Source: an optimization exercise on an open RTL-to-GDS flow (aim: small area). Production flows keep margins and buffers that such runs may drop. Function was checked by simulation only, so behaviour that the tests miss may differ from the original. Power is estimated from default activity; no workload was simulated.

==> flow/design.v <==
module testpattern
(
    input              I_pxl_clk   ,
    input              I_rst_n     ,
    input      [2:0]   I_mode      ,
    input      [7:0]   I_single_r  ,
    input      [7:0]   I_single_g  ,
    input      [7:0]   I_single_b  ,
    input      [11:0]  I_h_total   ,
    input      [11:0]  I_h_sync    ,
    input      [11:0]  I_h_bporch  ,
    input      [11:0]  I_h_res     ,
    input      [11:0]  I_v_total   ,
    input      [11:0]  I_v_sync    ,
    input      [11:0]  I_v_bporch  ,
    input      [11:0]  I_v_res     ,
    input              I_hs_pol    ,
    input              I_vs_pol    ,
    output reg         O_de        ,
    output reg         O_hs        ,
    output reg         O_vs        ,
    output     [7:0]   O_data_r    ,
    output     [7:0]   O_data_g    ,
    output     [7:0]   O_data_b
);
localparam SYNC = 2'd0, BP = 2'd1, ACT = 2'd2, FP = 2'd3;
reg  [11:0] L, S;
reg  [1:0]  hph;
wire        lend  = (L == 12'd1);
wire [11:0] S_inc = S + 1'b1;
wire [11:0] hlen  = hph[1] ? I_h_res : (hph[0] ? I_h_bporch : I_h_sync);
wire        send  = (S_inc == hlen);
wire        hbp0  = (I_h_bporch == 12'd0);
always @(posedge I_pxl_clk)
    if (!I_rst_n)  L <= 12'd4;
    else if (lend) L <= I_h_total;
    else           L <= L - 1'b1;
always @(posedge I_pxl_clk)
    S <= (lend | send) ? 12'd0 : S_inc;
always @(posedge I_pxl_clk)
    if (!I_rst_n)  hph <= FP;
    else if (lend) hph <= SYNC;
    else if (send)
        case (hph)
            SYNC:    hph <= hbp0 ? ACT : BP;
            BP:      hph <= ACT;
            default: hph <= FP;
        endcase
reg  [11:0] VL, VS;
reg  [1:0]  vph;
wire        fend  = (VL == 12'd1);
wire        vsend = (VS == 12'd1);
wire        vbp0  = (I_v_bporch == 12'd0);
wire        vnew  = lend & fend;
wire        vseg  = lend & vsend;
always @(posedge I_pxl_clk)
    if (!I_rst_n) VL <= 12'd1;
    else          VL <= vnew ? I_v_total : VL - lend;
always @(posedge I_pxl_clk)
    if (vnew)
        VS <= I_v_sync;
    else if (vseg & (vph == SYNC) & ~vbp0)
        VS <= I_v_bporch;
    else if (vseg & (vph != ACT))
        VS <= I_v_res;
    else
        VS <= VS - lend;
always @(posedge I_pxl_clk)
    if (!I_rst_n)  vph <= FP;
    else if (vnew) vph <= SYNC;
    else if (vseg)
        case (vph)
            SYNC:    vph <= vbp0 ? ACT : BP;
            BP:      vph <= ACT;
            default: vph <= FP;
        endcase
wire de  = (hph == ACT) & (vph == ACT);
wire hsn = (hph != SYNC);
wire vsn = (vph != SYNC);
reg        seen;             
reg  [8:0] d;
reg  [3:0] bar;
reg        k;
reg        sk;
wire [8:0] W    = I_h_res[11:3];
wire       W1   = (W == 9'd1);
wire       eqW  = (d == 9'd1);
wire       c_in = eqW & ~sk & ~(W1 & ~k & (bar != 4'd0));
wire       c0   = O_de ? (W1 ? k : eqW) : (~seen & W1);
always @(posedge I_pxl_clk)
    if (!I_rst_n) seen <= 1'b0;
    else if (de)  seen <= 1'b1;
always @(posedge I_pxl_clk) begin
    d   <= (de & ~eqW) ? d - 1'b1 : W;
    bar <= de ? bar + c_in : {3'd0, c0};
    k   <= de ? k : c0;
    sk  <= de ? (sk & ~eqW) : (c0 & ~W1);
end
wire        blk      = ~de | bar[3];
wire [23:0] color    = blk ? 24'd0 : {{8{~bar[0]}}, {8{~bar[2]}}, {8{~bar[1]}}};
wire        grid     = de & ((S[4:0] == 5'd0) | send | (VS[4:0] == I_v_res[4:0]) | vsend);
wire [7:0]  gray     = de ? S[7:0] : (seen ? I_h_res[7:0] : 8'd0);
wire [23:0] data_sel = (I_mode == 3'd0) ? color :
                       (I_mode == 3'd1) ? {16'd0, {8{grid}}} :
                       (I_mode == 3'd2) ? {gray, gray, gray} :
                       (I_mode == 3'd3) ? {I_single_b, I_single_g, I_single_r} :
                                          {8'hff, 16'd0};
reg [23:0] data;
always @(posedge I_pxl_clk or negedge I_rst_n)
    if (!I_rst_n) begin
        O_de <= 1'b0;
        O_hs <= 1'b1;
        O_vs <= 1'b1;
        data <= 24'd0;
    end else begin
        O_de <= de;
        O_hs <= I_hs_pol ? ~hsn : hsn;
        O_vs <= I_vs_pol ? ~vsn : vsn;
        data <= data_sel;
    end
assign O_data_r = data[ 7: 0];
assign O_data_g = data[15: 8];
assign O_data_b = data[23:16];
endmodule
==> flow/standard.sh <==
#!/bin/bash
# synth_recipe.tcl (not shown) runs the flow's synth.tcl, then flattens the netlist and writes it again
# the make line also repeats each setting of config.mk as NAME=value (left out here)
make -C /OpenROAD-flow-scripts/flow DESIGN_CONFIG=/design/flow/config.mk WORK_HOME=/design/flow/orfs CLKGATE_MAP_FILE= SYNTH_SCRIPT=/design/flow/synth_recipe.tcl "${@:-finish}"
==> flow/config.mk <==
export PLATFORM = sky130hd
export DESIGN_NAME = testpattern
export DESIGN_NICKNAME = testpattern
export VERILOG_FILES = /design/flow/design.v
export SDC_FILE = /design/flow/constraint.sdc
export NUM_CORES = 8
export LEC_CHECK = 0
export CAP_MARGIN = 20
export CORE_MARGIN = 2
export CORE_UTILIZATION = 40
export SLEW_MARGIN = 20
==> flow/flow/ripple_lcu.v <==
(* techmap_celltype = "$lcu" *)
module _80_lcu_ripple (P, G, CI, CO);
	parameter WIDTH = 2;
	(* force_downto *)
	input [WIDTH-1:0] P, G;
	input CI;
	(* force_downto *)
	output [WIDTH-1:0] CO;
	genvar i;
	generate for (i = 0; i < WIDTH; i = i + 1) begin: g
		if (i == 0) begin: f
			assign CO[0] = G[0] | (P[0] & CI);
		end else begin: r
			assign CO[i] = G[i] | (P[i] & CO[i-1]);
		end
	end endgenerate
endmodule
==> flow/flow/area.script <==
&get -n
&st
&syn2
&dch -f
&nf -a
&put
topo
dnsize
==> flow/flow/run.sh <==
#!/bin/bash
# Own layout flow: the standard ORFS flow (standard.sh), with these changes:
#  - ABC maps the logic with an area-oriented script (flow/area.script)
#    instead of the delay-oriented one, and adders' carry chains are mapped
#    as ripple chains (flow/ripple_lcu.v) instead of Kogge-Stone trees.
#    Everything else in synthesis (synth_recipe.tcl: registers, flattening,
#    renaming) is unchanged.
#  - the input/output port buffers are sky130_fd_sc_hd__buf_1.
#  - clock tree synthesis uses CTS_ARGS below (no dummy loads).
set -euo pipefail
HERE=$(pwd)
CTS_ARGS_OWN="${CTS_ARGS_OWN:--sink_clustering_enable -repair_clock_nets -buf_list sky130_fd_sc_hd__clkbuf_8 -dont_use_dummy_load}"
cat > "$HERE/own_synth.tcl" <<EOT
proc abc {args} {
  set i [lsearch \$args -script]
  if {\$i >= 0} { lset args [expr {\$i + 1}] $HERE/flow/area.script }
  yosys abc {*}\$args
}
source $HERE/synth_recipe.tcl
EOT
bash standard.sh SYNTH_SCRIPT="$HERE/own_synth.tcl" \
  SYNTH_OPERATIONS_ARGS="-extra-map $HERE/flow/ripple_lcu.v" \
  BUFFER_PORTS_ARGS="-buffer_cell sky130_fd_sc_hd__buf_1" \
  CTS_ARGS="$CTS_ARGS_OWN" finish > "$HERE/standard.log" 2>&1
==> flow/constraint.sdc <==
create_clock -name core_clock -period 6.7 [get_ports {I_pxl_clk}]
set_input_delay 1.3400 -clock core_clock [delete_from_list [all_inputs] [get_ports {I_pxl_clk}]]
set_output_delay 1.3400 -clock core_clock [all_outputs]
set_load 0.01 [all_outputs]
==> results of run 1 <==
## state kept, by name, indices dropped and copies added (netlist names)
register  flops
sk            1
VL           12
vph           2
data         24
O_hs          1
k             1
seen          1
hph           2
bar           4
VS           12
O_vs          1
L            12
S            12
d             9
O_de          1
## power groups by stage
| stage | combinational [mW] | clock (mW) | sequential, mW |
|---|---|---|---|
| 2_1_floorplan | 0.382 | 0 | 0.775 |
| 3_3_place_gp | 0.515 | 0 | 0.791 |
| 3_5_place_dp | 0.530 | 0 | 0.796 |
| 4_1_cts | 0.533 | 0.312 | 0.784 |
| 5_1_grt | 0.603 | 0.330 | 0.800 |
| 6_report | 0.524 | 0.301 | 0.783 |
## logic make-up after synthesis
logic type	after synthesis	synth area share (%)
buffers and inverters	54	4.10
DFF	95	41.5
and+or+nand+nor	146	15.5
AOI/OAI and AO/OA	147	18.3
xor gates and xnor gates	25	4.43
muxes	10	2.28
adders and majority gates	55	13.9
## layer usage
metal | track usage, % | wire length (um) | vias to the layer above
met5 | 0 | 0 | -
met4 | 6.02 | 160 | 0
met3 | 4.11 | 920 | 13
met2 | 34.9 | 6410 | 172
met1 | 25.5 | 5750 | 2110
li1 | - | - | 2260
## stage by stage
step,util [%],instance area (um^2),power (mW),std cells
CTS,48.7,5880,1.63,865
finish,48.7,5880,1.61,865
detailed placement,47.7,5750,1.33,856
floorplan,-,4940,1.16,532
global route,48.7,5880,1.73,865
global placement,47.7,5750,1.31,856
## critical path, stage by stage (launching register included)
cell and delay [ns]:
dfxtp_1 0.36, ha_1 0.21, ha_1 0.18, ha_1 0.18
ha_1 0.18, ha_1 0.18, ha_1 0.17, ha_1 0.17
ha_1 0.18, ha_1 0.18, ha_1 0.19, xnor2_1 0.27
xnor2_1 0.16, nand4_1 0.11, nor3_1 0.61, o2111ai_1 0.45
nand3_1 0.21
## synthesized netlist by cell type (2+ instances only)
library cell / number
nand2b_1: 14
clkinv_1: 54
xnor2_1: 12
nand3_1: 15
ha_1: 55
nor4b_1: 2
mux2_1: 10
o211ai_1: 4
nand2_1: 20
dfstp_2: 2
dfxtp_1: 67
o21ai_0: 25
nor2_1: 32
nor3_1: 13
a22oi_1: 10
a211oi_1: 6
nor4_1: 17
a21o_1: 17
and2_0: 12
or2_0: 3
or4_1: 2
nor2b_1: 3
dfrtp_1: 25
o221ai_1: 12
o22ai_1: 12
a21oi_1: 56
nand4_1: 6
xor2_1: 13
## placed cells by master, fill, tap and decap left out, types with 20 or more instances in the layout
cell / count
a21oi_1: 56
buf_1: 152
nor2_1: 31
clkinv_1: 54
ha_1: 55
dfrtp_1: 25
o21ai_0: 25
nand2_1: 20
dfxtp_1: 67
## cell type report
type                            instances  area share, %
Multi-Input combinational cell        383           45.8
Sequential cell                        95           34.9
Timing Repair Buffer                  156           10.2
Tap cell                              168           3.58
Inverter                               54           3.45
Clock buffer                            9           2.11
## worst max path at each step
stage                     from           endpoint  slack, ns  cells after the start
2_1_floorplan  S[0]$_SDFF_PP0_  data[7]$_DFF_PN0_       3.23                     16
3_3_place_gp   S[0]$_SDFF_PP0_  data[7]$_DFF_PN0_       2.78                     16
3_5_place_dp   S[0]$_SDFF_PP0_  data[2]$_DFF_PN0_       2.67                     16
4_1_cts        S[0]$_SDFF_PP0_  data[2]$_DFF_PN0_       2.62                     16
5_1_grt        S[0]$_SDFF_PP0_    S[1]$_SDFF_PP0_       2.35                     16
6_report       S[0]$_SDFF_PP0_  data[2]$_DFF_PN0_       2.61                     16
==> impl_metrics.csv, run 1 <==
group,metric,value,unit
setup_path,worstSetupStartpointType,"register",
setup_path,reg2reg_depth,16,
finish,nNetsFinal,881,
place,io_buffers,153,
pwr,p_clk_share,18.7,%
logic_synthesis,synthArstFlopShare,28.4,%
sta,finalCritPeriodShare,61.0,%
finish,multi_input_area,2690,um^2
pwr,irDropWorstVdd,120,uV
clocking,tritoncts,"done",
logic_synthesis,ys.flop_type,"dfxtp_1",
detailed_routing,detail-route-antenna-nets,0,
clocking,worstSkewPairLatency,0.37,ns
sta,maxSlewHeadroom,31.7,%
run,max-cap-violations,0,
floorplan,num_rows,40,
sta,period_needed,4.09,ns
clocking,post_cts_resized,0,
sta,tightestPinTransition,1.02,ns
clocking,cts_buffers,9,
finish,seqCellArea,2050,um^2
floorplan,die_h,115,um
place,pre_cts_slack,2.67,ns
floorplan,initial_core_util,41.0,%
logic_synthesis,synth_area,4940,um^2
pwr,switchingPower,0.547,mW
pwr,swShare,34.0,%
pwr,leakage,2.48,nW
clocking,cts-root-buf,"clkbuf_8",
hold_path,whs_path_depth,2,
finish,syn_to_final_growth,18.9,%
setup_path,worst-endpoint-arrival,4.39,ns
clocking,cts_hold_buf,0,
global_routing,overflow,0,
place,dp_hpwl,10.5,mm
status,status,"complete, no violations",
finish,fillers,1198,
global_routing,grt_max_degree,53,
pwr,cellInternalPower,1.06,mW
clocking,clkTransAtPathRegs,0.09,ns
setup_path,r2r-end,"data[2]$_DFF_PN0_",
pwr,combPwrFrac,32.6,%
floorplan,ioPinCount,154,
logic_synthesis,yosysTopAreaCell,"dfxtp_1",
logic_synthesis,syn_nets,714,
logic_synthesis,yosys_warnings,1,
sta,hold_viol,0,
hold_path,holdPathEnd,"sk$_DFF_P_",
detailed_routing,route.detailed.drc,0,
setup_path,reg2reg_from,"S[0]$_SDFF_PP0_",
clocking,clock_sinks,95,
logic_synthesis,synth-edff-count,1,
sta,final.setup.tns,0,ns
detailed_routing,routed_wl,13.2,mm
pwr,power_density,274,nW/um^2
sta,slew_violations,0,
place,globalplace.congestion,0.857,
global_routing,antenna_found_initial,0,
sta,whs,0.481,ns
setup_path,reg2reg_setup_slack,2.61,ns
sta,setup_viol,0,
sta,max_freq,0.245,GHz
setup_path,worstPathRequired,7.00,ns
floorplan,die-area,13300,um^2
detailed_routing,drtIter0Drc,267,
pwr,p_seq_share,48.7,%
hold_path,worstHoldStart,"sk$_DFF_P_",
hold_path,min_path_type,"register to register",
setup_path,crit_path_end_kind,"register",
global_routing,grt_pass1_wl,21.0,mm
setup_path,critPathMaxFanout,8,
clocking,post_cts_buffers,0,
detailed_routing,vias,4555,
setup_path,crit_type,"register to register",
logic_synthesis,syn_inst,532,
sta,rsz0062_at_grt,"no",
logic_synthesis,synth.area.top_cells,"dfxtp_1, ha_1, dfrtp_1, a21oi_1, clkinv_1",
detailed_routing,viasPerCell,5.27,
logic_synthesis,synth_cell_types,41,
detailed_routing,wire_per_inst,15.3,um
clocking,htreeDepth,3,
global_routing,grt_pass1_vias,4436,
sta,fin_ws,2.61,ns
sta,finalClockSkew,0.0181,ns
floorplan,core-area,12100,um^2
clocking,cts.path.max_buffers,2,
logic_synthesis,syn_avg_cell_area,9.29,um^2
finish,antennaDiodeCount,0,
logic_synthesis,ys_ff_latch,95,
detailed_routing,firstDrtPassIters,5,
global_routing,grt.total_usage,20.2,%
floorplan,die_w,115,um
finish,layout-drive-gt1-share,2.30,%
logic_synthesis,ys_seq_area_share,41.5,%
logic_synthesis,synth_top_area_share,27.1,%
==> run 2, diff against run 1 <==
--- a/flow/flow/run.sh
+++ b/flow/flow/run.sh
@@ -9,7 +9,7 @@
 #  - clock tree synthesis uses CTS_ARGS below (no dummy loads).
 set -euo pipefail
 HERE=$(pwd)
-CTS_ARGS_OWN="${CTS_ARGS_OWN:--sink_clustering_enable -repair_clock_nets -buf_list sky130_fd_sc_hd__clkbuf_8 -dont_use_dummy_load}"
+CTS_ARGS_OWN="${CTS_ARGS_OWN:--sink_clustering_enable -repair_clock_nets -buf_list sky130_fd_sc_hd__clkbuf_16 -dont_use_dummy_load -sink_clustering_size 50 -sink_clustering_max_diameter 300}"
 cat > "$HERE/own_synth.tcl" <<EOT
 proc abc {args} {
   set i [lsearch \$args -script]
==> run 2 against run 1 <==
Die area unchanged. Critical path depth unchanged. Flip-flop and latch count unchanged. Clock-buffer cell count unchanged. Combinational power about the same. Wire length increased by 0.24%. Sequential share of layout area is 0.59 points lower. Still clean on timing, DRC and antenna. Critical path type unchanged. First-iteration DRC count grew 6.7%. Via count shrank 0.15%. Register-to-register slack about the same. Global-route usage hardly changed.
==> impl_metrics.csv, run 2 <==
group,metric,value,unit
logic_synthesis,synth-edff-count,1,
logic_synthesis,synth_top_family_by_area,"compound AO/OA/AOI/OAI gates",
sta,maxSlewHeadroom,32.0,%
clocking,cts_buffers,9,
detailed_routing,firstDrtPassIters,5,
pwr,switchingPower,0.560,mW
place,io_buffers,153,
global_routing,overflow,0,
finish,nNetsFinal,881,
global_routing,antenna_found_initial,0,
finish,largest_register_ffs,24,
sta,final.setup.tns,0,ns
logic_synthesis,ys_ff_latch,95,
logic_synthesis,synthArstFlopShare,28.4,%
pwr,cellInternalPower,1.18,mW
floorplan,die-area,13300,um^2
finish,largest_register,"data",
floorplan,num_rows,40,
place,globalplace.congestion,0.857,
logic_synthesis,synth.mux.area_fraction,2.28,%
pwr,p_seq_share,45.1,%
finish,final_core_util,49.6,%
clocking,cts.path.max_buffers,2,
sta,finalClockSkew,0.0130,ns
setup_path,slowest_delay,0.62,ns
detailed_routing,detail-route-antenna-nets,0,
logic_synthesis,synthAdderAreaFrac,13.9,%
pwr,irDropWorstVdd,125,uV
setup_path,crit_buf_inv,0,
logic_synthesis,ys_seq_area_share,41.5,%
sta,setup_viol,0,
sta,max_freq,0.244,GHz
logic_synthesis,syn_inst,532,
finish,final_common_cell,"buf_1",
place,dp_hpwl,10.5,mm
setup_path,crit_type,"register to register",
clocking,clock_sinks,95,
logic_synthesis,syn_avg_cell_area,9.29,um^2
setup_path,worstSetupStartpointType,"register",
sta,hold_viol,0,
floorplan,ioPinCount,154,
sta,period_needed,4.10,ns
setup_path,critPathMaxFanout,8,
clocking,cts-root-buf,"clkbuf_16",
detailed_routing,viasPerCell,5.26,
setup_path,worstPathRequired,6.97,ns
clocking,post_cts_resized,0,
detailed_routing,vias,4548,
clocking,post_cts_buffers,0,
pwr,p_clk_share,24.7,%
pwr,swShare,32.2,%
setup_path,worst-endpoint-arrival,4.36,ns
finish,syn_to_final_growth,21.0,%
hold_path,min_path_type,"register to register",
pwr,leakage,2.53,nW
floorplan,die_w,115,um
logic_synthesis,synth_compound_area_share,18.3,%
status,status,"complete, no violations",
pwr,power_density,291,nW/um^2
clocking,cts_hold_buf,0,
global_routing,grt_pass1_vias,4433,
clocking,clkTransAtPathRegs,0.06,ns
logic_synthesis,synth-simple-area-share,15.5,%
setup_path,crit_path_end_kind,"register",
sta,finalCritPeriodShare,61.2,%
global_routing,grt.total_usage,20.2,%
setup_path,cpMaxStageDelayCell,"nor3_1",
detailed_routing,wire_per_inst,15.3,um
detailed_routing,routed_wl,13.3,mm
logic_synthesis,syn_nets,714,
clocking,htreeDepth,3,
global_routing,grt_pass1_wl,21.1,mm
finish,antennaDiodeCount,0,
floorplan,die_h,115,um
pwr,combPwrFrac,30.2,%
sta,slew_violations,0,
logic_synthesis,synth_cell_types,41,
logic_synthesis,synth_common_cells,"dfxtp_1, a21oi_1, ha_1",
setup_path,crit_family,"adder cells",
logic_synthesis,synthMostInstantiatedCell,"dfxtp_1",
clocking,worstSkewPairLatency,0.34,ns
logic_synthesis,synth_top_area_share,27.1,%
sta,tightestPinTransition,1.01,ns
logic_synthesis,synth_xor_xnor_area_share,4.43,%
finish,layout-drive-gt1-share,2.30,%
global_routing,grt_max_degree,53,
floorplan,initial_core_util,41.0,%
logic_synthesis,synth_area,4940,um^2
sta,rsz0062_at_grt,"no",
run,max-cap-violations,0,
logic_synthesis,ys.flop_type,"dfxtp_1",
detailed_routing,drtIter0Drc,285,
logic_synthesis,yosys_warnings,1,
detailed_routing,route.detailed.drc,0,
logic_synthesis,synth.area.top_cells,"dfxtp_1, ha_1, dfrtp_1, a21oi_1, clkinv_1",
logic_synthesis,yosysTopAreaCell,"dfxtp_1",
floorplan,core-area,12100,um^2
finish,final_cell_mix,"buf_1, dfxtp_1, a21oi_1, ha_1, clkinv_1",
setup_path,worstPathCellList,"ha_1 -> ha_1 -> ha_1 -> ha_1 -> ha_1 -> ha_1 -> ha_1 -> ha_1 -> ha_1 -> ha_1 -> xnor2_1 -> xnor2_1 -> nand4_1 -> nor3_1 -> o2111ai_1 -> nand3_1",
clocking,tritoncts,"done",
setup_path,worst_path_most_repeated_cell,"ha_1",
-- run 2: path summary, 6_finish.rpt --
kind                                 startpoint                  to  slack, ns  cells after the start
worst min register to register       sk$_DFF_P_          sk$_DFF_P_       0.48                      2
worst min-delay path                 sk$_DFF_P_          sk$_DFF_P_       0.48                      2
min in group asynchronous               I_rst_n  data[10]$_DFF_PN0_       1.09                      2
worst max register to register  S[0]$_SDFF_PP0_   data[2]$_DFF_PN0_       2.60                     16
worst max-delay path            S[0]$_SDFF_PP0_   data[2]$_DFF_PN0_       2.60                     16
max in group asynchronous               I_rst_n      O_de$_DFF_PN0_       5.22                      2
-- run 2: worst min-delay path, cell delays in order (launching register included) --
cell,delay [ns]
dfxtp_1,0.34
nand2_1,0.05
o21ai_0,0.06
-- run 2: cell families after synthesis --
kind of cell	Yosys count
flops	95
buf+inv	54
fa+ha+maj	55
mux	10
compound gates	147
xor+xnor	25
simple gates	146
-- run 2: power by group through the flow --
stage	logic, mW	clock network, mW	registers (mW)
2_1_floorplan	0.382	0	0.775
3_3_place_gp	0.515	0	0.791
3_5_place_dp	0.530	0	0.796
4_1_cts	0.533	0.443	0.785
5_1_grt	0.604	0.462	0.801
6_report	0.525	0.429	0.785
-- run 2: layout make-up --
cell class,count,area (um^2)
Fill cell,1190,6080
Multi-Input combinational cell,383,2690
Sequential cell,95,2050
Timing Repair Buffer,156,598
Clock buffer,9,225
Tap cell,168,210
Inverter,54,203
-- run 2: layer usage --
layer / vias up / GRT usage [%] / wire length, um
li1: 2259 / - / -
met1: 2121 / 25.5 / 5740
met2: 155 / 34.9 / 6440
met3: 13 / 4.11 / 935
met4: 0 / 6.02 / 158
met5: - / 0 / 0
-- run 2: through the flow --
step / worst slack (ns) / hold WS, ns / instances / area (um^2) / power (mW)
global route: 2.37 / 0.508 / 865 / 5980 / 1.87
detailed placement: 2.67 / 0.459 / 856 / 5750 / 1.33
finish: 2.60 / 0.482 / 865 / 5980 / 1.74
global placement: 2.78 / 0.447 / 856 / 5750 / 1.31
CTS: 2.62 / 0.471 / 865 / 5980 / 1.76
floorplan: 3.23 / 0.418 / 532 / 4940 / 1.16
==> run 3, diff against run 2 <==
--- a/flow/flow/run.sh
+++ b/flow/flow/run.sh
@@ -9,7 +9,7 @@
 #  - clock tree synthesis uses CTS_ARGS below (no dummy loads).
 set -euo pipefail
 HERE=$(pwd)
-CTS_ARGS_OWN="${CTS_ARGS_OWN:--sink_clustering_enable -repair_clock_nets -buf_list sky130_fd_sc_hd__clkbuf_16 -dont_use_dummy_load -sink_clustering_size 50 -sink_clustering_max_diameter 300}"
+CTS_ARGS_OWN="${CTS_ARGS_OWN:--sink_clustering_enable -repair_clock_nets -buf_list sky130_fd_sc_hd__clkbuf_8 -dont_use_dummy_load -sink_clustering_size 40 -sink_clustering_max_diameter 300 -sink_buffer_max_cap_derate 1.0}"
 cat > "$HERE/own_synth.tcl" <<EOT
 proc abc {args} {
   set i [lsearch \$args -script]
==> run 3 against run 2 <==
Wire length fell by 0.24%. Power fell by 7.5%. Largest cell class unchanged. First-iteration DRC count decreased by 6.3%. Utilization decreased by 0.84 points. Flip-flop and latch count did not move. Sequential power hardly changed.
==> impl_metrics.csv, run 3 <==
group,metric,value,unit
hold_path,min_path_type,"register to register",
sta,finalCritPeriodShare,61.0,%
finish,final_common_cell,"buf_1",
finish,fillers,1198,
floorplan,die_w,115,um
sta,tightestPinTransition,1.02,ns
finish,layout-drive-gt1-share,2.30,%
logic_synthesis,synth.area.top_cells,"dfxtp_1, ha_1, dfrtp_1, a21oi_1, clkinv_1",
setup_path,worstPathRequired,7.00,ns
detailed_routing,firstDrtPassIters,5,
detailed_routing,wire_per_inst,15.3,um
setup_path,worst-endpoint-arrival,4.39,ns
finish,final_core_util,48.7,%
logic_synthesis,syn_inst,532,
pwr,power_density,274,nW/um^2
pwr,swShare,34.0,%
sta,max_freq,0.245,GHz
setup_path,critPathMaxFanout,8,
finish,antennaDiodeCount,0,
sta,maxSlewHeadroom,31.7,%
logic_synthesis,syn_nets,714,
setup_path,reg2reg_setup_slack,2.61,ns
floorplan,core-area,12100,um^2
finish,syn_to_final_growth,18.9,%
pwr,cellInternalPower,1.06,mW
global_routing,grt.total_usage,20.2,%
detailed_routing,vias,4555,
sta,period_needed,4.09,ns
sta,finalClockSkew,0.0181,ns
sta,fin_ws,2.61,ns
logic_synthesis,synth_top_area_share,27.1,%
clocking,tritoncts,"done",
clocking,clkTransAtPathRegs,0.09,ns
pwr,switchingPower,0.547,mW
clocking,post_cts_buffers,0,
global_routing,grt_max_degree,53,
clocking,cts.path.max_buffers,2,
logic_synthesis,yosys_warnings,1,
logic_synthesis,synthMostInstantiatedCell,"dfxtp_1",
clocking,post_cts_resized,0,
finish,nNetsFinal,881,
sta,hold_viol,0,
logic_synthesis,synth_area,4940,um^2
pwr,combPwrFrac,32.6,%
global_routing,overflow,0,
finish,final_cell_mix,"buf_1, dfxtp_1, a21oi_1, ha_1, clkinv_1",
setup_path,worstSetupStartpointType,"register",
pwr,irDropWorstVdd,120,uV
detailed_routing,route.detailed.drc,0,
logic_synthesis,ys_seq_area_share,41.5,%
hold_path,worstHoldStart,"sk$_DFF_P_",
sta,slew_violations,0,
logic_synthesis,syn_avg_cell_area,9.29,um^2
finish,largest_register,"data",
place,globalplace.congestion,0.857,
floorplan,ioPinCount,154,
run,max-cap-violations,0,
detailed_routing,detail-route-antenna-nets,0,
logic_synthesis,synthArstFlopShare,28.4,%
sta,final.setup.tns,0,ns
pwr,p_seq_share,48.7,%
clocking,htreeDepth,3,
logic_synthesis,yosysTopAreaCell,"dfxtp_1",
setup_path,reg2reg_depth,16,
detailed_routing,drtIter0Drc,267,
pwr,p_clk_share,18.7,%
logic_synthesis,synth_cell_types,41,
clocking,clock_sinks,95,
place,io_buffers,153,
sta,rsz0062_at_grt,"no",
global_routing,antenna_found_initial,0,
place,pre_cts_slack,2.67,ns
hold_path,whs_path_depth,2,
floorplan,die-area,13300,um^2
setup_path,crit_type,"register to register",
pwr,leakage,2.48,nW
pwr,total_power,1.61,mW
global_routing,grt_pass1_wl,21.0,mm
floorplan,die_h,115,um
logic_synthesis,synth-edff-count,1,
sta,setup_viol,0,
setup_path,reg2reg_from,"S[0]$_SDFF_PP0_",
detailed_routing,viasPerCell,5.27,
logic_synthesis,synth_common_cells,"dfxtp_1, a21oi_1, ha_1",
logic_synthesis,ys_ff_latch,95,
clocking,cts_buffers,9,
hold_path,holdPathEnd,"sk$_DFF_P_",
global_routing,grt_pass1_vias,4436,
finish,largest_register_ffs,24,
clocking,cts-root-buf,"clkbuf_8",
setup_path,crit_path_end_kind,"register",
place,dp_hpwl,10.5,mm
floorplan,num_rows,40,
detailed_routing,routed_wl,13.2,mm
floorplan,initial_core_util,41.0,%
logic_synthesis,ys.flop_type,"dfxtp_1",
clocking,cts_hold_buf,0,
status,status,"complete, no violations",
clocking,worstSkewPairLatency,0.37,ns
setup_path,r2r-end,"data[2]$_DFF_PN0_",
[run 3: cell count changes in the layout (fill, tap and decap cells not counted)]
cell | previous run | this run
clkbuf_8 | 0 | 9
clkbuf_16 | 9 | 0
[run 3: layer usage]
| metal | wire length, um | share of wire [%] | track usage, % |
|---|---|---|---|
| met1 | 5750 | 43 | 25.5 |
| met5 | 0 | 0 | 0 |
| met4 | 160 | 1.2 | 6.02 |
| met2 | 6410 | 48 | 34.9 |
| met3 | 920 | 6.9 | 4.11 |
[run 3: layout make-up]
class                      instances  area [um^2]  share of cell area, %
sequential                        95         2050                   34.9
clock buffer                       9          124                   2.11
multi-input combinational        383         2690                   45.8
inverter                          54          203                   3.45
timing repair buffer             156          598                   10.2
tap                              168          210                   3.58
[run 3: stage by stage]
stage	instances	area, um^2	hold slack, ns
final	865	5880	0.481
after global routing	865	5880	0.513
after CTS	865	5880	0.475
after detailed placement	856	5750	0.459
after global placement	856	5750	0.447
after floorplan	532	4940	0.418
[run 3: worst max-delay path: stages (launching register included)]
cell,delay [ns]
dfxtp_1,0.36
ha_1,0.21
ha_1,0.18
ha_1,0.18
ha_1,0.18
ha_1,0.18
ha_1,0.17
ha_1,0.17
ha_1,0.18
ha_1,0.18
ha_1,0.19
xnor2_1,0.27
xnor2_1,0.16
nand4_1,0.11
nor3_1,0.61
o2111ai_1,0.45
nand3_1,0.21
[run 3: power groups by stage]
| stage | Sequential [mW] | Clock, mW | Combinational (mW) |
|---|---|---|---|
| final | 0.783 | 0.301 | 0.524 |
| after global routing | 0.800 | 0.330 | 0.603 |
| after CTS | 0.784 | 0.312 | 0.533 |
| after detailed placement | 0.796 | 0 | 0.530 |
| after global placement | 0.791 | 0 | 0.515 |
| after floorplan | 0.775 | 0 | 0.382 |
[run 3: worst max-delay path by stage]
| stage | from | to | slack [ns] | cells after the start |
|---|---|---|---|---|
| 2_1_floorplan | S[0]$_SDFF_PP0_ | data[7]$_DFF_PN0_ | 3.23 | 16 |
| 3_3_place_gp | S[0]$_SDFF_PP0_ | data[7]$_DFF_PN0_ | 2.78 | 16 |
| 3_5_place_dp | S[0]$_SDFF_PP0_ | data[2]$_DFF_PN0_ | 2.67 | 16 |
| 4_1_cts | S[0]$_SDFF_PP0_ | data[2]$_DFF_PN0_ | 2.62 | 16 |
| 5_1_grt | S[0]$_SDFF_PP0_ | S[1]$_SDFF_PP0_ | 2.35 | 16 |
| 6_report | S[0]$_SDFF_PP0_ | data[2]$_DFF_PN0_ | 2.61 | 16 |
[run 3: cells by family after synthesis]
kind of cell	count (synthesis)	synth area share (%)
AO/OA/AOI/OAI	147	18.3
XOR/XNOR	25	4.43
adder cells (fa/ha/maj)	55	13.9
buffers and inverters	54	4.10
flip-flops	95	41.5
multiplexers	10	2.28
AND/OR/NAND/NOR	146	15.5
==> run 4, diff against run 3 <==
==> flow/flow/run.sh (replaced) <==
#!/bin/bash
# Own layout flow: the standard ORFS flow (standard.sh), with these changes:
#  - ABC maps the logic with an area-oriented script (flow/area.script)
#    instead of the delay-oriented one, and adders' carry chains are mapped
#    as ripple chains (flow/ripple_lcu.v) instead of Kogge-Stone trees, and
#    adders are left to ABC (ADDER_MAP_FILE empty: no half/full-adder cells).
#    Everything else in synthesis (synth_recipe.tcl: registers, flattening,
#    renaming) is unchanged.
#  - the input/output port buffers are sky130_fd_sc_hd__buf_1.
#  - clock tree synthesis uses CTS_ARGS below (no dummy loads).
set -euo pipefail
HERE=$(pwd)
CTS_ARGS_OWN="${CTS_ARGS_OWN:--sink_clustering_enable -repair_clock_nets -buf_list sky130_fd_sc_hd__clkbuf_8 -dont_use_dummy_load}"
cat > "$HERE/own_synth.tcl" <<EOT
proc abc {args} {
  set i [lsearch \$args -script]
  if {\$i >= 0} { lset args [expr {\$i + 1}] $HERE/flow/area.script }
  yosys abc {*}\$args
}
source $HERE/synth_recipe.tcl
EOT
bash standard.sh SYNTH_SCRIPT="$HERE/own_synth.tcl" \
  SYNTH_OPERATIONS_ARGS="-extra-map $HERE/flow/ripple_lcu.v" ADDER_MAP_FILE= \
  BUFFER_PORTS_ARGS="-buffer_cell sky130_fd_sc_hd__buf_1" \
  CTS_ARGS="$CTS_ARGS_OWN" finish > "$HERE/standard.log" 2>&1
==> flow/flow/area.script (replaced) <==
&get -n
&st
&deepsyn -T 60
&dch -f
&nf -a
&put
topo
dnsize
==> run 4 against run 3 <==
Final area fell by 4.1%. Wire length rose by 3.4%. Die area fell by 4.4%. Sequential share of layout area rose by 1.5 points. Clock power rose by 1%. First-iteration DRC count rose by 42%. Register-to-register slack improved by 0.58 ns. Maximum frequency rose by 15%. Critical path depth fell by 6. Synthesized area fell by 4.5%. Global-route usage rose by 1.4 points. Synthesized cell count rose by 2.4%.
==> impl_metrics.csv, run 4 <==
group,metric,value,unit
finish,multi_input_area,2640,um^2
setup_path,crit_type,"input pin to register",
sta,tightestPinTransition,1.04,ns
finish,final_core_util,49.2,%
logic_synthesis,synthAdderAreaFrac,0,%
clocking,htreeDepth,3,
logic_synthesis,syn_inst,545,
logic_synthesis,synth-edff-count,1,
sta,max_freq,0.281,GHz
setup_path,slowest_delay,0.53,ns
global_routing,grt_pass1_wl,22.2,mm
detailed_routing,vias,4863,
floorplan,core-area,11500,um^2
place,globalplace.congestion,0.873,
floorplan,die_h,113,um
logic_synthesis,synth_top_area_share,28.4,%
logic_synthesis,syn_avg_cell_area,8.66,um^2
sta,rsz0062_at_grt,"no",
clocking,tritoncts,"done",
finish,nNetsFinal,840,
place,dp_hpwl,10.4,mm
logic_synthesis,synth_compound_area_share,22.6,%
finish,largest_register_ffs,24,
detailed_routing,firstDrtPassIters,6,
place,io_buffers,153,
logic_synthesis,synthArstFlopShare,28.4,%
detailed_routing,detail-route-antenna-nets,0,
global_routing,antenna_found_initial,0,
logic_synthesis,synth.area.top_cells,"dfxtp_1, dfrtp_1, a21oi_1, nor2_1, nand2_1",
clocking,cts_hold_buf,0,
hold_path,min_path_type,"register to register",
setup_path,critPathMaxFanout,10,
setup_path,worstSetupStartpointType,"input pin",
pwr,power_density,263,nW/um^2
logic_synthesis,synth_area,4720,um^2
global_routing,grt.total_usage,21.5,%
setup_path,worstPathCellList,"buf_1 -> and3b_1 -> or4_1 -> and3b_1 -> nor4_1 -> o2111ai_1 -> a2111oi_1 -> buf_4 -> or2_0 -> nor3b_1",
sta,slew_violations,0,
sta,hold_viol,0,
sta,setup_viol,0,
clocking,post_cts_buffers,0,
sta,period_needed,3.56,ns
floorplan,initial_core_util,41.2,%
finish,layout-drive-gt1-share,2.39,%
finish,final_common_cell,"buf_1",
logic_synthesis,ys_seq_area_share,43.4,%
clocking,clock_sinks,95,
logic_synthesis,ys.flop_type,"dfxtp_1",
floorplan,die-area,12700,um^2
clocking,clkTransAtPathRegs,0.08,ns
finish,largest_register,"data",
global_routing,overflow,0,
logic_synthesis,syn_nets,672,
status,status,"complete, no violations",
detailed_routing,route.detailed.drc,0,
finish,antennaDiodeCount,0,
pwr,irDropWorstVdd,111,uV
setup_path,worstPathRequired,6.93,ns
finish,seqCellArea,2050,um^2
sta,finalClockSkew,0.0352,ns
finish,fillers,1162,
global_routing,grt_pass1_vias,4636,
global_routing,grt_max_degree,34,
finish,final_cell_mix,"buf_1, dfxtp_1, nor2_1, a21oi_1, nand2_1",
logic_synthesis,yosys_warnings,1,
logic_synthesis,synth.mux.area_fraction,0.424,%
setup_path,cpMaxStageDelayCell,"or4_1",
pwr,leakage,2.16,nW
run,max-cap-violations,0,
detailed_routing,routed_wl,13.7,mm
sta,finalCritPeriodShare,53.2,%
clocking,cts_buffers,9,
clocking,cts.path.max_buffers,2,
logic_synthesis,synth_cell_types,51,
logic_synthesis,yosysTopAreaCell,"dfxtp_1",
setup_path,crit_path_end_kind,"register",
logic_synthesis,synth-simple-area-share,27.7,%
finish,syn_to_final_growth,19.4,%
detailed_routing,drtIter0Drc,378,
clocking,post_cts_resized,0,
logic_synthesis,ys_ff_latch,95,
detailed_routing,wire_per_inst,16.0,um
clocking,cts-root-buf,"clkbuf_8",
setup_path,worst_path_most_repeated_cell,"and3b_1",
logic_synthesis,synth_common_cells,"dfxtp_1, nor2_1, a21oi_1",
clocking,worstSkewPairLatency,0.39,ns
sta,final.setup.tns,0,ns
floorplan,ioPinCount,154,
logic_synthesis,synth_xor_xnor_area_share,5.01,%
setup_path,worst-endpoint-arrival,3.79,ns
logic_synthesis,synthMostInstantiatedCell,"dfxtp_1",
detailed_routing,viasPerCell,5.69,
floorplan,die_w,113,um
logic_synthesis,synth_top_family_by_area,"simple AND/OR/NAND/NOR gates",
sta,maxSlewHeadroom,30.4,%
floorplan,num_rows,39,
==> run 4: stage by stage <==
stage	setup WS, ns	power, mW	instances	cell area (um^2)	hold WS (ns)
2_1_floorplan	2.68	1.05	545	4720	0.444
3_3_place_gp	2.82	1.17	845	5510	0.454
3_5_place_dp	2.79	1.19	845	5510	0.471
4_1_cts	3.17	1.49	854	5640	0.492
5_1_grt	2.79	1.58	854	5640	0.524
6_report	3.14	1.48	854	5640	0.487
==> run 4: cells by family after synthesis <==
group / Yosys count
flip-flops: 95
AO/OA/AOI/OAI: 163
XOR/XNOR: 27
AND/OR/NAND/NOR: 247
multiplexers: 2
buffers and inverters: 11
==> run 4: power by group <==
part,switching [mW],total [mW],internal (mW)
logic,0.193,0.383,0.189
registers,0.124,0.796,0.672
clock network,0.184,0.305,0.121
total,0.501,1.48,0.982
==> run 4: routing by layer <==
metal  track usage (%)  routed length, um  up-vias
met5                 0                  0        -
met3              4.00                883       14
met2              36.0               6370      171
met1              28.0               6210     2274
li1                  -                  -     2404
met4              7.48                218        0
==> run 4: path summary, 6_finish.rpt <==
| check | from | end | slack (ns) | depth (start not counted) |
|---|---|---|---|---|
| worst max-delay path | I_h_bporch[7] | S[2]$_SDFF_PP0_ | 3.14 | 10 |
| worst min-delay path | seen$_SDFFE_PN0P_ | seen$_SDFFE_PN0P_ | 0.49 | 2 |
| worst max register to register | hph[1]$_SDFFE_PN1P_ | data[2]$_DFF_PN0_ | 3.19 | 9 |
| worst min register to register | seen$_SDFFE_PN0P_ | seen$_SDFFE_PN0P_ | 0.49 | 2 |
| max in group asynchronous | I_rst_n | data[15]$_DFF_PN0_ | 5.13 | 1 |
| min in group asynchronous | I_rst_n | data[7]$_DFF_PN0_ | 1.03 | 1 |
==> run 4: layout make-up <==
class,instances,share of cell area [%]
multi-input cells,439,46.8
well taps,143,3.17
inverters,11,0.733
repair buffers,157,10.7
flip-flops and latches,95,36.4
clock buffers,9,2.20
==> run 4: critical path: cells and delay by family <==
family	cells	cell delay, ns
compound gates	2	0.44
simple gates	6	1.73
buf+inv	2	0.30
==> run 5, diff against run 4 <==
==> flow/flow/area.script (replaced) <==
&get -n
&st
&syn2
&dch -f
&nf -a
&put
topo
dnsize
==> run 5 against run 4 <==
Still clean. Synthesized area increased by 1.2%. Flip-flop and latch count unchanged. Global-route usage decreased by 0.75 points. Combinational power increased by 23%. Worst setup slack got worse by 0.40 ns. Clock-buffer cell count unchanged. Wire length decreased by 1.7%. Final cell count increased by 1.9%. Maximum frequency decreased by 10%. Hold slack got worse by 0.030 ns. Critical path type is now register to register. Largest power group unchanged.
==> impl_metrics.csv, run 5 <==
group,metric,value,unit
detailed_routing,routed_wl,13.5,mm
floorplan,die_w,113,um
clocking,tritoncts,"done",
pwr,power_density,277,nW/um^2
setup_path,path_depth,8,
place,globalplace.congestion,0.884,
clocking,worstSkewPairLatency,0.36,ns
setup_path,crit_family,"simple AND/OR/NAND/NOR gates",
clocking,cts.path.max_buffers,2,
setup_path,cpMaxStageDelayCell,"or2_0",
finish,largest_register_ffs,24,
floorplan,num_rows,39,
finish,layout-drive-gt1-share,2.48,%
setup_path,worstPathCellList,"or2_0 -> o221ai_1 -> xor2_1 -> nor4b_1 -> nand4_1 -> nor4_1 -> or2_0 -> and3b_1",
sta,finalCritPeriodShare,59.2,%
setup_path,reg2reg_setup_slack,2.74,ns
global_routing,grt_max_degree,57,
sta,max_freq,0.252,GHz
setup_path,crit_start,"hph[1]$_SDFFE_PN1P_",
sta,period_needed,3.96,ns
detailed_routing,drtIter0Drc,355,
hold_path,min_path_type,"register to register",
global_routing,grt_pass1_wl,21.8,mm
detailed_routing,firstDrtPassIters,4,
logic_synthesis,synth_top_area_share,28.1,%
setup_path,worstPathRequired,6.93,ns
global_routing,overflow,0,
global_routing,grt.total_usage,20.8,%
logic_synthesis,syn_inst,562,
floorplan,initial_core_util,41.5,%
setup_path,reg2reg_from,"hph[1]$_SDFFE_PN1P_",
setup_path,crit_buf_inv,0,
logic_synthesis,synth-edff-count,1,
sta,maxSlewHeadroom,40.0,%
logic_synthesis,synth_common_cells,"a21oi_1, nor2_1, dfxtp_1",
sta,tightestPinTransition,0.892,ns
logic_synthesis,syn_avg_cell_area,8.50,um^2
clocking,post_cts_buffers,0,
run,max-cap-violations,0,
clocking,clock_sinks,95,
finish,antennaDiodeCount,0,
sta,slew_violations,0,
logic_synthesis,yosys_warnings,1,
clocking,htreeDepth,3,
detailed_routing,vias,4786,
pwr,irDropWorstVdd,110,uV
sta,setup_viol,0,
clocking,cts-root-buf,"clkbuf_8",
finish,final_common_cell,"buf_1",
global_routing,antenna_found_initial,0,
clocking,cts_buffers,9,
setup_path,worst_path_most_repeated_cell,"or2_0",
setup_path,critPathCapture,"S[10]$_SDFF_PP0_",
clocking,cts_hold_buf,0,
logic_synthesis,synthArstFlopShare,28.4,%
finish,syn_to_final_growth,19.1,%
detailed_routing,route.detailed.drc,0,
place,dp_hpwl,10.2,mm
global_routing,grt_pass1_vias,4540,
pwr,total_power,1.57,mW
logic_synthesis,yosysTopAreaCell,"dfxtp_1",
logic_synthesis,synthMostInstantiatedCell,"a21oi_1",
setup_path,crit_type,"register to register",
setup_path,worst-endpoint-arrival,4.20,ns
finish,nNetsFinal,856,
logic_synthesis,synth_cell_types,45,
status,status,"complete, no violations",
clocking,post_cts_resized,0,
sta,rsz0062_at_grt,"no",
finish,largest_register,"data",
finish,final_cell_mix,"buf_1, a21oi_1, nor2_1, dfxtp_1, o21ai_0",
sta,hold_viol,0,
setup_path,slowest_delay,0.74,ns
setup_path,critPathMaxFanout,16,
floorplan,die_h,113,um
logic_synthesis,synth_area,4780,um^2
pwr,leakage,2.16,nW
setup_path,reg2reg_depth,8,
clocking,clkTransAtPathRegs,0.06,ns
place,io_buffers,153,
logic_synthesis,synth.area.top_cells,"dfxtp_1, dfrtp_1, a21oi_1, nor2_1, xor2_1",
sta,final.setup.tns,0,ns
detailed_routing,wire_per_inst,15.5,um
logic_synthesis,ys.flop_type,"dfxtp_1",
logic_synthesis,ys_ff_latch,95,
sta,finalClockSkew,0.0321,ns
detailed_routing,viasPerCell,5.50,
logic_synthesis,ys_seq_area_share,42.9,%
floorplan,ioPinCount,154,
detailed_routing,detail-route-antenna-nets,0,
setup_path,worstSetupStartpointType,"register",
finish,final_core_util,49.4,%
setup_path,r2r-end,"S[10]$_SDFF_PP0_",
logic_synthesis,syn_nets,689,
floorplan,die-area,12800,um^2
floorplan,core-area,11500,um^2
setup_path,crit_path_end_kind,"register",
run 5: cell count changes in the layout (fill, tap and decap cells not counted), sizes merged, moves of 8 or more:
cell	change
nand2	-20
o21ai	+13
a222oi	-9
nor2	+9
nand3b	-8
a21oi	+30
a21o	-17
o221ai	+10
xor2	+15
a22o	-10
nor3	+11
a2111o	+8
nand2b	+13
run 5: worst min path at each step:
| stage | from | to | slack [ns] | depth (start not counted) |
|---|---|---|---|---|
| floorplan | sk$_DFF_P_ | sk$_DFF_P_ | 0.42 | 2 |
| global placement | sk$_DFF_P_ | sk$_DFF_P_ | 0.43 | 2 |
| detailed placement | sk$_DFF_P_ | sk$_DFF_P_ | 0.44 | 2 |
| CTS | sk$_DFF_P_ | sk$_DFF_P_ | 0.46 | 2 |
| global route | sk$_DFF_P_ | sk$_DFF_P_ | 0.51 | 2 |
| finish | sk$_DFF_P_ | sk$_DFF_P_ | 0.46 | 2 |
run 5: cell type report:
class | count | area (um^2)
clock buffers | 9 | 124
fillers | 1169 | 5830
inverters | 7 | 26.3
multi-input cells | 460 | 2710
flip-flops and latches | 95 | 2050
well taps | 143 | 179
repair buffers | 156 | 598
run 5: routing by layer:
metal	part of all wire (%)	routed length, um	GRT usage, %	vias up
met1	48	6430	29.3	2219
met2	46	6150	32.9	129
met4	1.4	188	6.34	0
li1	-	-	-	2421
met5	0	0	0	-
met3	5.1	685	3.32	17
run 5: kinds of logic after synthesis:
kind of cell	Yosys count	share of synthesized area (%)
mux	1	0.210
compound gates	173	21.6
buf+inv	7	0.550
flops	95	42.9
xor+xnor	49	8.98
simple gates	237	25.7
run 5: metrics by stage:
stage	instances	hold WS (ns)	worst slack, ns	instance area, um^2
after global placement	861	0.431	2.74	5550
final	870	0.457	2.74	5690
after floorplan	562	0.416	3.32	4780
after global routing	870	0.508	2.46	5690
after CTS	870	0.455	2.76	5690
after detailed placement	861	0.441	2.65	5560
run 5: tightest hold or removal path: cells and delay by family, from the launching register on:
kind,cells,cell delay [ns]
flip-flops,1,0.33
AO/OA/AOI/OAI,1,0.06
AND/OR/NAND/NOR,1,0.04
run 5: power breakdown:
group          switching [mW]  total (mW)  internal, mW
Combinational           0.253       0.471         0.218
Sequential              0.124       0.804         0.680
Clock                   0.179       0.300         0.121
Total                   0.555        1.57          1.02
==> run 6, diff against run 5 <==
==> flow/flow/run.sh (replaced) <==
#!/bin/bash
# Own layout flow: the standard ORFS flow (standard.sh), with these changes:
#  - synthesis is synth_recipe.tcl unchanged (registers, flattening, renaming),
#    except for the logic mapping: yosys's abc pass is wrapped by
#    flow/abc_best.tcl, which maps the logic with an area-oriented ABC script
#    once per seed of ABC's &deepsyn and keeps the smallest mapping. Adders'
#    carry chains are ripple chains (flow/ripple_lcu.v) and are left to ABC
#    (ADDER_MAP_FILE empty: no half/full-adder cells).
#  - the input/output port buffers are sky130_fd_sc_hd__buf_1.
#  - clock tree synthesis uses clkbuf_8 cells and no dummy loads.
# Each tool's output is in standard.log and in ORFS's logs under orfs/logs.
set -euo pipefail
HERE=$(pwd)
mkdir -p "$HERE/abc_runs"
cat > "$HERE/own_synth.tcl" <<EOT
set ::own_dir $HERE/abc_runs
set ::own_abc_seeds {0 1 2 3 4 5 6 7 8 9 10 11 12 13 14 15}
source $HERE/flow/abc_best.tcl
source $HERE/synth_recipe.tcl
EOT
bash standard.sh SYNTH_SCRIPT="$HERE/own_synth.tcl" \
  SYNTH_OPERATIONS_ARGS="-extra-map $HERE/flow/ripple_lcu.v" ADDER_MAP_FILE= \
  BUFFER_PORTS_ARGS="-buffer_cell sky130_fd_sc_hd__buf_1" \
  CTS_ARGS="-sink_clustering_enable -repair_clock_nets -buf_list sky130_fd_sc_hd__clkbuf_8 -dont_use_dummy_load" \
  finish > "$HERE/standard.log" 2>&1
==> flow/flow/abc_best.tcl (new file) <==
# Wraps yosys's abc pass: maps the logic once per seed of ABC's &deepsyn
# and keeps the mapping with the least cell area. Registers are mapped
# before this pass and are not touched by it.
proc abc {args} {
  set i [lsearch $args -script]
  set lib [lindex $args [expr {[lsearch $args -liberty] + 1}]]
  yosys design -save own_pre_abc
  set best_area -1
  foreach seed $::own_abc_seeds {
    yosys design -load own_pre_abc
    set f [open $::own_dir/abc_seed_$seed.script w]
    puts $f "&get -n\n&st\n&deepsyn -J 50 -S $seed\n&dch -f\n&nf -a -R 1000\n&put\ntopo\ndnsize"
    close $f
    set a $args
    if {$i >= 0} { lset a [expr {$i + 1}] $::own_dir/abc_seed_$seed.script }
    yosys abc {*}$a
    yosys tee -q -o $::own_dir/abc_seed_$seed.stat stat -liberty $lib
    set f [open $::own_dir/abc_seed_$seed.stat r]
    set txt [read $f]
    close $f
    regexp {Chip area for module [^:]*: ([0-9.]+)} $txt -> area
    puts "own abc: seed $seed area $area"
    if {$best_area < 0 || $area < $best_area} {
      set best_area $area
      yosys design -save own_best_abc
    }
  }
  yosys design -load own_best_abc
  puts "own abc: best area $best_area"
}
removed: flow/flow/area.script
==> run 6 against run 5 <==
Critical endpoint is now data[6]$_DFF_PN0_. Final area is 6.4% lower. Highest routed layer unchanged. Maximum frequency grew 1.6%. Synthesized area is 7.2% lower. Flip-flop and latch count stayed put. Still clean on timing, DRC and antenna. Wire length down 6.4%. Sequential share of layout area increased by 2.5 points.
==> impl_metrics.csv, run 6 <==
group,metric,value,unit
clocking,clock_sinks,95,
logic_synthesis,synth_cell_types,46,
place,globalplace.congestion,0.828,
floorplan,num_rows,38,
detailed_routing,route.detailed.drc,0,
run,max-cap-violations,0,
sta,final.setup.tns,0,ns
clocking,cts-root-buf,"clkbuf_8",
finish,nNetsFinal,796,
logic_synthesis,yosys_warnings,1,
clocking,post_cts_resized,0,
logic_synthesis,synth.area.top_cells,"dfxtp_1, dfrtp_1, nor2_1, a21oi_1, nand2_1",
clocking,cts_buffers,9,
setup_path,worst_path_most_repeated_cell,"nor4_1",
setup_path,worst-endpoint-arrival,4.19,ns
sta,max_freq,0.256,GHz
finish,final_common_cell,"buf_1",
place,placed_cell_area,5200,um^2
clocking,tritoncts,"done",
clocking,post_cts_buffers,0,
setup_path,worstPathRequired,6.99,ns
pwr,leakage,2.05,nW
floorplan,core-area,10800,um^2
setup_path,critPathMaxFanout,17,
finish,largest_register_ffs,24,
hold_path,min_path_type,"register to register",
floorplan,initial_core_util,40.9,%
logic_synthesis,synthArstFlopShare,28.4,%
logic_synthesis,syn_nets,630,
setup_path,crit_path_end_kind,"register",
sta,tightestPinTransition,0.976,ns
finish,layout-drive-gt1-share,2.25,%
sta,finalCritPeriodShare,58.3,%
clocking,htreeDepth,3,
sta,rsz0062_at_grt,"no",
detailed_routing,routed_wl,12.6,mm
detailed_routing,vias,4484,
logic_synthesis,yosysTopAreaCell,"dfxtp_1",
finish,syn_to_final_growth,20.1,%
global_routing,antenna_found_initial,0,
logic_synthesis,ys_seq_area_share,46.2,%
logic_synthesis,syn_inst,503,
global_routing,grt_pass1_vias,4245,
setup_path,worstSetupStartpointType,"register",
detailed_routing,detail-route-antenna-nets,0,
finish,antennaDiodeCount,0,
logic_synthesis,synth-edff-count,1,
logic_synthesis,synth_common_cells,"dfxtp_1, nor2_1, nand2_1",
global_routing,grt_max_degree,34,
global_routing,grt.total_usage,21.4,%
logic_synthesis,synthMostInstantiatedCell,"dfxtp_1",
floorplan,die-area,11900,um^2
sta,finalClockSkew,0.0301,ns
sta,maxSlewHeadroom,34.7,%
logic_synthesis,ys_ff_latch,95,
logic_synthesis,synth_area,4440,um^2
detailed_routing,wire_per_inst,15.6,um
sta,fin_ws,2.80,ns
finish,final_cell_mix,"buf_1, dfxtp_1, nor2_1, nand2_1, a21oi_1",
setup_path,worstPathCellList,"nor2_1 -> a222oi_1 -> xor2_1 -> nor4_1 -> nand3_1 -> nor4_1 -> nand4_1 -> nor4b_1 -> o22ai_1 -> a211o_1",
detailed_routing,viasPerCell,5.56,
floorplan,die_w,109,um
clocking,worstSkewPairLatency,0.36,ns
finish,final_core_util,49.1,%
detailed_routing,drtIter0Drc,292,
detailed_routing,firstDrtPassIters,5,
clocking,clkTransAtPathRegs,0.09,ns
sta,whs,0.480,ns
status,status,"complete, no violations",
floorplan,ioPinCount,154,
logic_synthesis,synth_top_area_share,30.2,%
floorplan,die_h,109,um
finish,finish.instance_area,5330,um^2
setup_path,cpMaxStageDelayCell,"nor2_1",
sta,slew_violations,0,
finish,largest_register,"data",
global_routing,overflow,0,
clocking,cts_hold_buf,0,
detailed_routing,met1_length,5.52,mm
logic_synthesis,ys.flop_type,"dfxtp_1",
sta,setup_viol,0,
pwr,irDropWorstVdd,120,uV
setup_path,crit_type,"register to register",
logic_synthesis,syn_avg_cell_area,8.82,um^2
detailed_routing,wl_met3,817,um
detailed_routing,met2_length,6.01,mm
sta,period_needed,3.90,ns
place,pre_cts_slack,2.47,ns
setup_path,slowest_delay,0.83,ns
place,dp_hpwl,9.86,mm
detailed_routing,top_layer,"met4",
pwr,power_density,259,nW/um^2
global_routing,grt_pass1_wl,19.8,mm
clocking,cts.path.max_buffers,2,
sta,hold_viol,0,
place,io_buffers,153,
-- run 6: cell types whose count changed after synthesis, sizes merged, moves of 8 or more --
cell / before / now
a2111o: 8 / 0
a211o: 1 / 16
a21oi: 85 / 45
a222oi: 0 / 11
a22o: 0 / 12
a31oi: 7 / 19
nand2: 23 / 51
nand2b: 19 / 7
nor3: 34 / 13
o21ai: 41 / 29
o221ai: 11 / 1
xor2: 27 / 15
-- run 6: cell families after synthesis --
kind of cell	share of synthesized area [%]
multiplexers	0.226
XOR/XNOR	6.52
AO/OA/AOI/OAI	23.8
AND/OR/NAND/NOR	22.4
buffers and inverters	0.931
flip-flops	46.2
-- run 6: final timing paths --
check                      slack [ns]           startpoint  cells after the start           endpoint
setup / recovery                 2.80  hph[1]$_SDFFE_PN1P_                     10  data[6]$_DFF_PN0_
hold / removal                   0.48           sk$_DFF_P_                      2         sk$_DFF_P_
setup reg to reg                 2.80  hph[1]$_SDFFE_PN1P_                     10  data[6]$_DFF_PN0_
hold reg to reg                  0.48           sk$_DFF_P_                      2         sk$_DFF_P_
max in group asynchronous        5.36              I_rst_n                      2     O_hs$_DFF_PN1_
min in group asynchronous        1.00              I_rst_n                      2  data[2]$_DFF_PN0_
-- run 6: through the flow --
stage	instances	power, mW
6_report	807	1.38
5_1_grt	807	1.47
4_1_cts	807	1.39
3_5_place_dp	798	1.09
3_3_place_gp	798	1.09
2_1_floorplan	503	0.981
-- run 6: power breakdown --
| group | switching (mW) | internal (mW) |
|---|---|---|
| clock | 0.176 | 0.121 |
| combinational | 0.183 | 0.162 |
| sequential | 0.0838 | 0.656 |
-- run 6: final cells by class --
class / count / area [um^2]
Fill cell: 1150 / 5510
Inverter: 11 / 41.3
Tap cell: 140 / 175
Sequential cell: 95 / 2050
Clock buffer: 9 / 124
Multi-Input combinational cell: 397 / 2350
Timing Repair Buffer: 155 / 591
-- run 6: critical path, delay by kind of cell, from the launching register on --
family           cells  cell delay (ns)
AO/OA/AOI/OAI        3             1.03
AND/OR/NAND/NOR      6             2.10
flip-flops           1             0.51
XOR/XNOR             1             0.21
-- run 6: metal layers --
| metal | global-route usage, % | vias to the layer above |
|---|---|---|
| met5 | 0 | - |
| met4 | 8.50 | 0 |
| met3 | 3.08 | 20 |
| met2 | 37.6 | 155 |
| met1 | 26.4 | 2080 |
| li1 | - | 2229 |
==> run 7, diff against run 6 <==
--- a/flow/flow/run.sh
+++ b/flow/flow/run.sh
@@ -14,7 +14,7 @@
 mkdir -p "$HERE/abc_runs"
 cat > "$HERE/own_synth.tcl" <<EOT
 set ::own_dir $HERE/abc_runs
-set ::own_abc_seeds {0 1 2 3 4 5 6 7 8 9 10 11 12 13 14 15}
+set ::own_abc_seeds {0 1 2 3 4 5 6 7 8 9 10 11 12 13 14 15 16 17 18 19 20 21 22 23 24 25 26 27 28 29 30 31 32 33 34 35 36 37 38 39}
 source $HERE/flow/abc_best.tcl
 source $HERE/synth_recipe.tcl
 EOT
==> run 7 against run 6 <==
Still clean. Global-route usage rose by 0.84 points. Via count grew 1.0%. Synthesized area decreased by 0.17%. Worst setup slack worse by 0.0087 ns. First-iteration DRC count up 16%. Flip-flop and latch count stayed put. Sequential power grew 4.5%. Highest routed layer unchanged.
==> impl_metrics.csv, run 7 <==
group,metric,value,unit
global_routing,grt_max_degree,34,
detailed_routing,viasPerCell,5.54,
floorplan,die-area,11900,um^2
sta,tightestPinTransition,1.05,ns
clocking,worstSkewPairLatency,0.36,ns
setup_path,reg2reg_setup_slack,2.79,ns
status,status,"complete, no violations",
setup_path,worst-endpoint-arrival,4.11,ns
sta,finalCritPeriodShare,58.4,%
setup_path,r2r-end,"S[10]$_SDFF_PP0_",
floorplan,num_rows,38,
detailed_routing,vias,4529,
clocking,cts-root-buf,"clkbuf_8",
global_routing,grt_pass1_vias,4340,
logic_synthesis,yosys_warnings,1,
detailed_routing,wire_per_inst,16.1,um
finish,antennaDiodeCount,0,
setup_path,crit_buf_inv,0,
detailed_routing,detail-route-antenna-nets,0,
hold_path,min_path_type,"register to register",
place,io_buffers,153,
setup_path,critPathMaxFanout,17,
sta,period_needed,3.91,ns
setup_path,worstPathRequired,6.90,ns
hold_path,holdPathEnd,"VL[2]$_SDFF_PN0_",
run,max-cap-violations,0,
clocking,tritoncts,"done",
clocking,htreeDepth,3,
setup_path,crit_type,"register to register",
pwr,power_density,272,nW/um^2
pwr,leakage,1.97,nW
logic_synthesis,synth_common_cells,"dfxtp_1, nor2_1, nand2_1",
sta,fin_ws,2.79,ns
detailed_routing,routed_wl,13.2,mm
logic_synthesis,synthMostInstantiatedCell,"dfxtp_1",
global_routing,antenna_found_initial,0,
place,dp.cells,809,
logic_synthesis,ys_seq_area_share,46.3,%
setup_path,reg2reg_from,"hph[1]$_SDFFE_PN1P_",
finish,layout-drive-gt1-share,2.06,%
clocking,cts.path.max_buffers,2,
finish,syn_to_final_growth,20.0,%
sta,setup_viol,0,
logic_synthesis,ys_ff_latch,95,
setup_path,crit_family,"simple AND/OR/NAND/NOR gates",
sta,max_freq,0.256,GHz
logic_synthesis,yosysTopAreaCell,"dfxtp_1",
global_routing,grt.total_usage,22.2,%
place,pre_cts_slack,2.55,ns
clocking,post_cts_buffers,0,
finish,nNetsFinal,807,
detailed_routing,drtIter0Drc,339,
clocking,clock_sinks,95,
clocking,post_cts_resized,0,
logic_synthesis,synth_cell_types,45,
logic_synthesis,ys.flop_type,"dfxtp_1",
place,dp_hpwl,10.0,mm
floorplan,core-area,10800,um^2
clocking,clkTransAtPathRegs,0.10,ns
global_routing,overflow,0,
hold_path,whs_path_depth,2,
global_routing,grt_pass1_wl,20.8,mm
detailed_routing,route.detailed.drc,0,
floorplan,initial_core_util,40.8,%
logic_synthesis,synth.area.top_cells,"dfxtp_1, dfrtp_1, nor2_1, a21oi_1, nand2_1",
logic_synthesis,syn_nets,642,
clocking,cts_hold_buf,0,
finish,layout.cells.non_filler,818,
finish,final_cell_mix,"buf_1, dfxtp_1, nor2_1, nand2_1, a21oi_1",
logic_synthesis,synth_top_area_share,30.3,%
setup_path,crit_path_end_kind,"register",
sta,whs,0.499,ns
sta,final.setup.tns,0,ns
finish,largest_register_ffs,24,
logic_synthesis,syn_avg_cell_area,8.60,um^2
sta,finalClockSkew,0.0280,ns
setup_path,worstPathCellList,"nor2_1 -> a222oi_1 -> xor2_1 -> a21oi_1 -> o211ai_1 -> nor4_1 -> nand4_1 -> nor4_1 -> or2_0 -> nor2_1",
floorplan,die_h,109,um
finish,largest_register,"data",
detailed_routing,firstDrtPassIters,5,
sta,slew_violations,0,
setup_path,reg2reg_depth,10,
floorplan,ioPinCount,154,
finish,final_core_util,49.0,%
finish,final_common_cell,"buf_1",
setup_path,worstSetupStartpointType,"register",
logic_synthesis,syn_inst,515,
sta,rsz0062_at_grt,"no",
sta,maxSlewHeadroom,30.1,%
setup_path,slowest_delay,0.82,ns
logic_synthesis,synth_area,4430,um^2
place,placed_cell_area,5190,um^2
pwr,total_power,1.45,mW
logic_synthesis,synth-edff-count,1,
logic_synthesis,synthArstFlopShare,28.4,%
setup_path,cpMaxStageDelayCell,"nor2_1",
finish,finish.instance_area,5310,um^2
sta,hold_viol,0,
floorplan,die_w,109,um
pwr,irDropWorstVdd,113,uV
clocking,cts_buffers,9,
place,globalplace.congestion,0.832,
hold_path,worstHoldStart,"VL[2]$_SDFF_PN0_",
-- run 7: cell count changes in the layout (fill, tap and decap cells not counted), moves of 4 or more --
cell     previous run  this run
a211o_1            16         1
a22o_1             12         3
a22oi_1             2        10
a31oi_1            19        12
nand2_1            51        56
nand3_1            11        40
or2_0               3         8
xor2_1             15        19
-- run 7: cells by family (layout without fill, tap and decap cells) --
kind of cell / Yosys count / in the layout / synth area share [%]
XOR/XNOR: 36 / 36 / 7.12
flip-flops: 95 / 95 / 46.3
AND/OR/NAND/NOR: 239 / 239 / 26.1
AO/OA/AOI/OAI: 136 / 136 / 19.6
buffers and inverters: 8 / 171 / 0.678
multiplexers: 1 / 1 / 0.226
-- run 7: layout make-up --
class / instances / area [um^2]
timing repair buffer: 154 / 583
tap: 140 / 175
inverter: 8 / 30.0
clock buffer: 9 / 124
fill: 1120 / 5530
sequential: 95 / 2050
multi-input combinational: 412 / 2350
-- run 7: worst max-delay path by stage --
stage                                    to  depth (start not counted)           startpoint  slack [ns]
after CTS                   S[7]$_SDFF_PP0_                         10  hph[1]$_SDFFE_PN1P_        2.84
after detailed placement    S[8]$_SDFF_PP0_                         10           I_h_res[3]        2.55
after floorplan           data[0]$_DFF_PN0_                         11           I_h_res[3]        3.36
after global routing        S[7]$_SDFF_PP0_                         10  hph[1]$_SDFFE_PN1P_        2.29
after global placement      S[2]$_SDFF_PP0_                         10           I_h_res[3]        2.76
final                      S[10]$_SDFF_PP0_                         10  hph[1]$_SDFFE_PN1P_        2.79
-- run 7: tightest hold or removal path: stages, from the launching register on --
cell and delay [ns]:
dfxtp_1 0.35, nand2_1 0.07, a21oi_1 0.05
-- run 7: report_power, final --
| group | switching (mW) | total, mW | internal [mW] |
|---|---|---|---|
| sequential | 0.101 | 0.773 | 0.672 |
| combinational | 0.196 | 0.372 | 0.176 |
| clock | 0.181 | 0.302 | 0.121 |
| total | 0.479 | 1.45 | 0.968 |
-- run 7: per-layer routing --
layer / wire length, um / track usage (%) / vias up / part of all wire, %
li1: - / - / 2236 / -
met1: 6030 / 30.1 / 2098 / 46
met2: 5870 / 35.0 / 174 / 44
met3: 1080 / 5.14 / 21 / 8.2
met4: 222 / 7.23 / 0 / 1.7
met5: 0 / 0 / - / 0

## separate check: timing with driven ports
Ports are ideal in the flow. The routed layouts listed here were re-timed in OpenROAD.
Step 1 (the two cells are an assumption about what drives the block):
set clk [get_ports {I_pxl_clk}]
set_driving_cell -lib_cell sky130_fd_sc_hd__clkbuf_16 $clk
set_driving_cell -lib_cell sky130_fd_sc_hd__buf_2 [delete_from_list [all_inputs] $clk]
Step 2 moves the port delays by t, midway between the first and last clock arrival at a register: inputs arrive t later, outputs are due t later. That takes back most of the time a late clock gives input paths.
a / b / c = ideal / step 1 / step 2; a / b = the first two.
run | shift t [ns] | slack for setup (ns) | slew at the worst register clock pin (ns) | worst data-port slew with drivers (ns) | cell pins on the clock port's net
run 1 | 0.395 | 2.612 / 2.612 / 2.612 | 0.09 / 0.09 | 0.07 | 1
run 2 | 0.373 | 2.601 / 2.601 / 2.601 | 0.06 / 0.06 | 0.07 | 1
run 3 | 0.395 | 2.612 / 2.612 / 2.612 | 0.09 / 0.09 | 0.07 | 1
run 4 | 0.412 | 3.138 / 3.152 / 2.739 | 0.11 / 0.11 | 0.05 | 1
run 5 | 0.383 | 2.735 / 2.735 / 2.621 | 0.10 / 0.10 | 0.05 | 1
run 6 | 0.377 | 2.796 / 2.796 / 2.474 | 0.09 / 0.09 | 0.06 | 1
run 7 | 0.377 | 2.788 / 2.788 / 2.508 | 0.10 / 0.10 | 0.06 | 1
After both steps setup and hold are still met in every run listed. For run 4, which loses most, drivers alone change the setup slack by +0.014 ns; drivers and shift together by -0.399 ns.
